From an optimization exercise on the open Yosys and OpenROAD flow, aimed at small area and a short achievable clock period; shortcuts taken in it are not production practice.
Function was checked by simulation only, so behaviour that the tests miss may differ from the original.
No activity file was given, so power comes from the tool's default toggle rates.

==> run Y: inputs <==
// counters
module counters(
input wire sysclk,
input wire foo_card,
input wire wfoo0_baz,
input wire wfoo0_blrb,
input wire wfoo0_zz1pb,
input wire [31:0] wfoo0_turn,
input wire debct_baz,
input wire debct_blrb,
input wire debct_zz1pb,
input wire debct_bar,
input wire [31:0] debct_turn,
input wire Z0_bar,
input wire Z0_baz,
input wire Z0_blrb,
input wire Z0_zz1pb,
input wire [31:0] Z0_turn,
input wire Y1_bar,
input wire Y1_baz,
input wire Y1_blrb,
input wire Y1_zz1pb,
input wire [31:0] Y1_turn,
input wire X2_bar,
input wire X2_baz,
input wire X2_blrb,
input wire X2_zz1pb,
input wire [31:0] X2_turn,
input wire W3_bar,
input wire W3_baz,
input wire W3_blrb,
input wire W3_zz1pb,
input wire [31:0] W3_turn,
output wire Z0_cwm,
output wire [31:0] Z0,
output wire Y1_cwm,
output wire [31:0] Y1,
output wire X2_cwm,
output wire [31:0] X2,
output wire W3_cwm,
output wire [31:0] W3,
output reg wfoo0_cwm,
output wire [31:0] wfoo0_llwln,
output wire debct_cwm,
output reg debct_pull,
output wire [31:0] debct,
output wire wdfilecardA2P
);
export LEC_CHECK = 0
export CAP_MARGIN = 20
export CORE_MARGIN = 2
export CORE_UTILIZATION = 40
export SETUP_SLACK_MARGIN = 1.4
export SLEW_MARGIN = 20
create_clock -name core_clock -period 3.3 [get_ports {sysclk}]
standard.sh (not shown) runs the stock make flow with config.mk's settings and CLKGATE_MAP_FILE= SYNTH_SCRIPT=/design/flow/synth_recipe.tcl, a recipe that flattens the netlist after the stock synthesis.
==> flow/flow/run.sh <==
#!/bin/bash
# The standard layout (standard.sh), with these changes:
#  - port buffers use the smallest buffer cell (buf_1) instead of the default choice;
#  - if flow/dont_use.txt exists, it replaces the platform's don't-use list
#    (it repeats the platform's list and adds slow wide OR/NOR cells);
#  - if flow/abc.script exists, synthesis is synth_recipe.tcl unchanged except that
#    Yosys's abc call runs that ABC script (flow/synth.tcl);
#  - if flow/post_gpl.tcl exists, it runs after global placement (sizes output port buffers);
#  - each line of flow/make_args.txt (if it exists) is passed to make as VAR=value.
set -uo pipefail
export BUFFER_PORTS_ARGS="-buffer_cell sky130_fd_sc_hd__buf_1"
args=()
if [[ -s flow/dont_use.txt ]]; then
  args+=("DONT_USE_CELLS=$(tr '\n' ' ' < flow/dont_use.txt)")
fi
if [[ -s flow/abc.script ]]; then
  export MY_ABC_SCRIPT="$PWD/flow/abc.script"
  args+=("SYNTH_SCRIPT=$PWD/flow/synth.tcl")
fi
if [[ -s flow/post_gpl.tcl ]]; then
  export POST_GLOBAL_PLACE_TCL="$PWD/flow/post_gpl.tcl"
fi
if [[ -s flow/make_args.txt ]]; then
  while IFS= read -r line; do
    [[ -n "$line" ]] && args+=("$line")
  done < flow/make_args.txt
fi
printf '%s\n' "${args[@]}" > run_args.log
bash standard.sh "${args[@]}" finish > standard.log 2>&1
==> flow/flow/abc.script <==
&get -n
&st
&dch
&nf -p
&put
buffer -c
topo
stime -c
upsize -c
dnsize -c
==> flow/flow/dont_use.txt <==
sky130_fd_sc_hd__probe_p_8
sky130_fd_sc_hd__probec_p_8
sky130_fd_sc_hd__lpflow_bleeder_1
sky130_fd_sc_hd__lpflow_clkbufkapwr_1
sky130_fd_sc_hd__lpflow_clkbufkapwr_16
sky130_fd_sc_hd__lpflow_clkbufkapwr_2
sky130_fd_sc_hd__lpflow_clkbufkapwr_4
sky130_fd_sc_hd__lpflow_clkbufkapwr_8
sky130_fd_sc_hd__lpflow_clkinvkapwr_1
sky130_fd_sc_hd__lpflow_clkinvkapwr_16
sky130_fd_sc_hd__lpflow_clkinvkapwr_2
sky130_fd_sc_hd__lpflow_clkinvkapwr_4
sky130_fd_sc_hd__lpflow_clkinvkapwr_8
sky130_fd_sc_hd__lpflow_decapkapwr_12
sky130_fd_sc_hd__lpflow_decapkapwr_3
sky130_fd_sc_hd__lpflow_decapkapwr_4
sky130_fd_sc_hd__lpflow_decapkapwr_6
sky130_fd_sc_hd__lpflow_decapkapwr_8
sky130_fd_sc_hd__lpflow_inputiso0n_1
sky130_fd_sc_hd__lpflow_inputiso0p_1
sky130_fd_sc_hd__lpflow_inputiso1n_1
sky130_fd_sc_hd__lpflow_inputiso1p_1
sky130_fd_sc_hd__lpflow_inputisolatch_1
sky130_fd_sc_hd__lpflow_isobufsrc_1
sky130_fd_sc_hd__lpflow_isobufsrc_16
sky130_fd_sc_hd__lpflow_isobufsrc_2
sky130_fd_sc_hd__lpflow_isobufsrc_4
sky130_fd_sc_hd__lpflow_isobufsrc_8
sky130_fd_sc_hd__lpflow_isobufsrckapwr_16
sky130_fd_sc_hd__lpflow_lsbuf_lh_hl_isowell_tap_1
sky130_fd_sc_hd__lpflow_lsbuf_lh_hl_isowell_tap_2
sky130_fd_sc_hd__lpflow_lsbuf_lh_hl_isowell_tap_4
sky130_fd_sc_hd__lpflow_lsbuf_lh_isowell_4
sky130_fd_sc_hd__lpflow_lsbuf_lh_isowell_tap_1
sky130_fd_sc_hd__lpflow_lsbuf_lh_isowell_tap_2
sky130_fd_sc_hd__lpflow_lsbuf_lh_isowell_tap_4
#
#
Define
fill
cells
sky130_fd_sc_hd__or4_1
sky130_fd_sc_hd__or4_2
sky130_fd_sc_hd__or4_4
sky130_fd_sc_hd__nor4_1
sky130_fd_sc_hd__nor4_2
sky130_fd_sc_hd__nor4_4
sky130_fd_sc_hd__or4b_1
sky130_fd_sc_hd__or4b_2
sky130_fd_sc_hd__or4b_4
sky130_fd_sc_hd__or4bb_1
sky130_fd_sc_hd__or4bb_2
sky130_fd_sc_hd__or4bb_4
sky130_fd_sc_hd__nor4b_1
sky130_fd_sc_hd__nor4b_2
sky130_fd_sc_hd__nor4b_4
sky130_fd_sc_hd__nor4bb_1
sky130_fd_sc_hd__nor4bb_2
sky130_fd_sc_hd__nor4bb_4
==> flow/flow/synth.tcl <==
proc synth {args} { yosys synth -nofsm -noshare {*}$args }
if { [info exists ::env(MY_ABC_SCRIPT)] } {
  proc abc {args} {
    set i [lsearch -exact $args -script]
    if { $i >= 0 } { set args [lreplace $args [expr {$i+1}] [expr {$i+1}] $::env(MY_ABC_SCRIPT)] }
    puts "abc override: $args"
    yosys abc {*}$args
  }
}
source $::env(SCRIPTS_DIR)/synth.tcl
# left out here: clear keep_hierarchy, flatten, clean up, hide names made inside functions, write 1_2_yosys.v
Other scripts of this flow, unchanged in this note and not shown: flow/flow/make_args.txt
==> run D: changes against run Y <==
--- a/flow/flow/dont_use.txt
+++ b/flow/flow/dont_use.txt
@@ -59 +59,13 @@
 sky130_fd_sc_hd__nor4bb_4
+sky130_fd_sc_hd__or3_1
+sky130_fd_sc_hd__or3_2
+sky130_fd_sc_hd__or3_4
+sky130_fd_sc_hd__nor3_1
+sky130_fd_sc_hd__nor3_2
+sky130_fd_sc_hd__nor3_4
+sky130_fd_sc_hd__or3b_1
+sky130_fd_sc_hd__or3b_2
+sky130_fd_sc_hd__or3b_4
+sky130_fd_sc_hd__nor3b_1
+sky130_fd_sc_hd__nor3b_2
+sky130_fd_sc_hd__nor3b_4
==> flow/flow/post_gpl.tcl (new file) <==
# After global placement: size the output port buffers up to buf_2.
set n 0
foreach bterm [[ord::get_db_block] getBTerms] {
  if { [$bterm getIoType] != "OUTPUT" } { continue }
  set net [$bterm getNet]
  if { $net == "NULL" } { continue }
  foreach iterm [$net getITerms] {
    if { ![$iterm isOutputSignal] } { continue }
    set inst [$iterm getInst]
    if { [[$inst getMaster] getName] == "sky130_fd_sc_hd__buf_1" } {
      replace_cell [$inst getName] sky130_fd_sc_hd__buf_2
      incr n
    }
  }
}
puts "post_gpl: resized $n output buffers to buf_2"
Settings changed: SETUP_SLACK_MARGIN 1.4 to 1.5.
removed: flow/flow/abc.script
removed: flow/flow/synth.tcl
==> run summary <==
Clock group total power: run D 1.67 mW; run Y 1.65 mW
Die area: run D 0.03083 mm²; run Y 0.02997 mm²
Initial DRC Count: run D 581; run Y 794
Global-route wire length before repair: run D 57280 µm; run Y 60160 µm
Pin count of the biggest net entering global routing: run D 73; run Y 64
Layout cell share with drive strength beyond 1: run D 24.17%; run Y 12.85%
Cell-internal power: run D 4.199 mW; run Y 4.154 mW
Data arrival, critical path: run D 2180 ps; run Y 2360 ps
Nets@finish: run D 2070; run Y 2023
Met1 wire length: run D 15420 µm; run Y 16120 µm
Max stage delay on crit path: run D 460 ps; run Y 430 ps
Flop+latch power: run D 3.11 mW; run Y 3.18 mW
Share of the synthesized area in compound gates (AO/OA/AOI/OAI): run D 11.10%; run Y 15.62%
Share of cell area taken by multi-input logic gates: run D 43.09%; run Y 42.69%
Core occupancy in the finished layout: run D 53.43%; run Y 53.20%
Critical Path Slowest Stage Cell: run D sky130_fd_sc_hd__dfrtp_2; run Y sky130_fd_sc_hd__dfrtp_1
Max transition margin: run D 54.62%; run Y 49.51%
Status: run D finished clean; run Y finished clean
Leakage: run D 6.450 nW; run Y 5.755 nW

## separate check: timing with driven ports
In the flow no input, the clock included, has a driving cell. The finished layouts below were timed again as built, in two steps. Step 1: set_driving_cell puts a clkbuf_16 on sysclk and a buf_2 on each other input, an assumption about the parent block. Step 2 adds t to the input delays and takes it off the output delays; t is the mean of the earliest and latest rising clock arrival at the registers after step 1. Input paths then give back, and output paths get back, about the clock's delay inside the block. Slacks: no drivers / after step 1 / after step 2; pairs: no drivers / after step 1.
run	t (ns)	setup WS [ns]	worst setup path at the end	clock arrival spread, ns
run Y	0.517	1.293 / 1.293 / 0.957	input to register	0.034 / 0.034
run D	0.526	1.483 / 1.456 / 1.074	input to register	0.043 / 0.043
After both steps every run listed still meets setup and hold. For run D, which loses most, drivers alone change the setup slack by -0.027 ns; drivers and shift together by -0.409 ns.
